Background: an optimization exercise with open tools, aiming at small area. Do not read the settings as production practice.
RTL that was checked went through simulation tests only; none was proved equivalent to the original.
No activity file was given, so power comes from the tool's default toggle rates.

## JK
Design mem_tester, start of the top module:
module mem_tester
#(
  parameter DRAM_DATA_SIZE = 16,
  parameter DRAM_COL_SIZE = 9,
  parameter DRAM_ROW_SIZE = 13,
  parameter DRAM_TEST_ROWBNK = 7  
)
(
	input clk,
	input rst_n,
	output reg [31:0] passcount,
	output reg [31:0] failcount,
	input  [DRAM_DATA_SIZE-1:0] DRAM_DQ_I,
	output [DRAM_DATA_SIZE-1:0] DRAM_DQ_O,
	output DRAM_DQ_OE,
	output [DRAM_ROW_SIZE-1:0] DRAM_ADDR,
	output DRAM_LDQM,DRAM_UDQM,
	output DRAM_WE_N,
	output DRAM_CAS_N,
	output DRAM_RAS_N,
	output DRAM_CS_N,
	output DRAM_BA_0,
	output DRAM_BA_1
);
For scale: roughly 3300 cells after synthesis, ~49000 um2 of cells after synthesis.
Settings: LEC_CHECK=0, CAP_MARGIN=20, CORE_MARGIN=2, CORE_UTILIZATION=65, CTS_BUF_LIST=sky130_fd_sc_hd__clkbuf_8, CTS_CLUSTER_DIAMETER=50, CTS_CLUSTER_SIZE=16, PLACE_DENSITY=0.85, SLEW_MARGIN=20; clock period 5.0 ns.
standard.sh (not shown) runs the stock make flow with config.mk's settings and CLKGATE_MAP_FILE= SYNTH_SCRIPT=/design/flow/synth_recipe.tcl, a recipe that flattens the netlist after the stock synthesis.
==> flow/flow/run.sh <==
#!/bin/bash
# Own layout flow: the standard flow (standard.sh, unchanged synthesis) with
#  - port buffers of the smallest buffer cell instead of the default choice,
#  - clock tree built from clkbuf_8 clusters without dummy loads.
# The full output of the ORFS run is kept in standard.log; ORFS's per-step logs
# are under orfs/logs/.
set -euo pipefail
export BUFFER_PORTS_ARGS="-buffer_cell sky130_fd_sc_hd__buf_1"
export CTS_ARGS="-sink_clustering_enable -repair_clock_nets -sink_clustering_size 22 -sink_clustering_max_diameter 40 -buf_list sky130_fd_sc_hd__clkbuf_8 -dont_use_dummy_load"
bash standard.sh > standard.log 2>&1
The following lists how MS was set up differently from JK:
Settings: a change of CORE_UTILIZATION from 65 to 55; a change of PLACE_DENSITY from 0.85 to 0.75.
-- flow/flow/run.sh --
<<< JK, line 9
export CTS_ARGS="-sink_clustering_enable -repair_clock_nets -sink_clustering_size 22 -sink_clustering_max_diameter 40 -buf_list sky130_fd_sc_hd__clkbuf_8 -dont_use_dummy_load"
>>> MS, line 9
export CTS_ARGS="-sink_clustering_enable -repair_clock_nets -sink_clustering_size 16 -sink_clustering_max_diameter 50 -buf_list sky130_fd_sc_hd__clkbuf_8 -dont_use_dummy_load"
## What came out
Standard cell area after detailed placement: MS > JK
JK has lower vertical die dimension than MS.
Any difference in total chip power between MS and JK is small enough to ignore.
Standard cell core area, MS and JK, higher one = MS.
Compared with JK, count of placed standard cells including taps in MS increased by a few percent.
Status: share of final layout cell area taken by clock buffers and inverters parity (JK, MS)
When MS is set beside JK, its arrival time at the worst endpoint turns out to be 0.02 ns smaller.
JK vs MS, slowest library cell on the worst path: sky130_fd_sc_hd__a211oi_1 vs sky130_fd_sc_hd__nor4_2
MS vs JK: design area up slightly

========
Another version of the RTL of mem_tester (not shown whole).
Size: about 3,400 cells after synthesis, roughly 2,100 flip-flops, roughly 120 I/O pins.
clock: 5.0 ns
lec_check: 0
cap_margin: 20
core_margin: 2
core_utilization: 55
cts_buf_list: sky130_fd_sc_hd__clkbuf_16
cts_cluster_diameter: 60
cts_cluster_size: 24
place_density: 0.75
slew_margin: 20
run.sh (not shown) runs the stock make flow with config.mk's settings and CLKGATE_MAP_FILE= SYNTH_SCRIPT=/design/flow/synth_recipe.tcl, a recipe that flattens the netlist after the stock synthesis.
Stock flow here: none of the scripts above is used.
The baseline ran to the end with no violations.
Rerun with:
Settings changed: CTS_BUF_LIST sky130_fd_sc_hd__clkbuf_16 to sky130_fd_sc_hd__clkbuf_8, CTS_CLUSTER_DIAMETER 60 to 50, CTS_CLUSTER_SIZE 24 to 16.
Result:
- sequential power hardly moves
- wire length went down by 2.2%
- power went down by 4.2%
- sequential share of layout area went up by 0.71 points
- via count went up by 0.89%
- global-route usage went down by 0.26 points
- worst setup slack gets better by 16 ps
- synthesized cell count stays the same
- final area went down by 0.94%
- maximum frequency went up by 0.36%
- die area stays the same
No run of this note included a check of the RTL's function; only the layout flow was run.

## static timing again, ports no longer ideal
How much do the figures lean on ideal ports? The routed layouts below were timed once more, with nothing changed but the port constraints.
Step 1 assumes that a clkbuf_16 drives the clock port and a buf_2 every other input.
Step 2 also shifts input and output timing later by t, the mid clock arrival at the registers, as if the neighbouring blocks saw the same clock.
a / b / c = no drivers / after step 1 / after step 2; a / b = the first two.
run | t (ns) | setup slack, ns | worst register clock-pin slew, ns | worst data-port slew with drivers (ns) | pins driven straight from the clock port
JK | 0.815 | 0.435 / 0.435 / 0.435 | 0.13 / 0.13 | 0.13 | 1
MS | 0.863 | 0.497 / 0.497 / 0.497 | 0.10 / 0.10 | 0.13 | 1
the first run of note 2 | 0.746 | 0.440 / 0.440 / 0.440 | 0.09 / 0.09 | 0.15 | 1
the second run of note 2 | 0.904 | 0.457 / 0.457 / 0.457 | 0.10 / 0.10 | 0.15 | 1
After both steps every run listed still meets setup and hold.
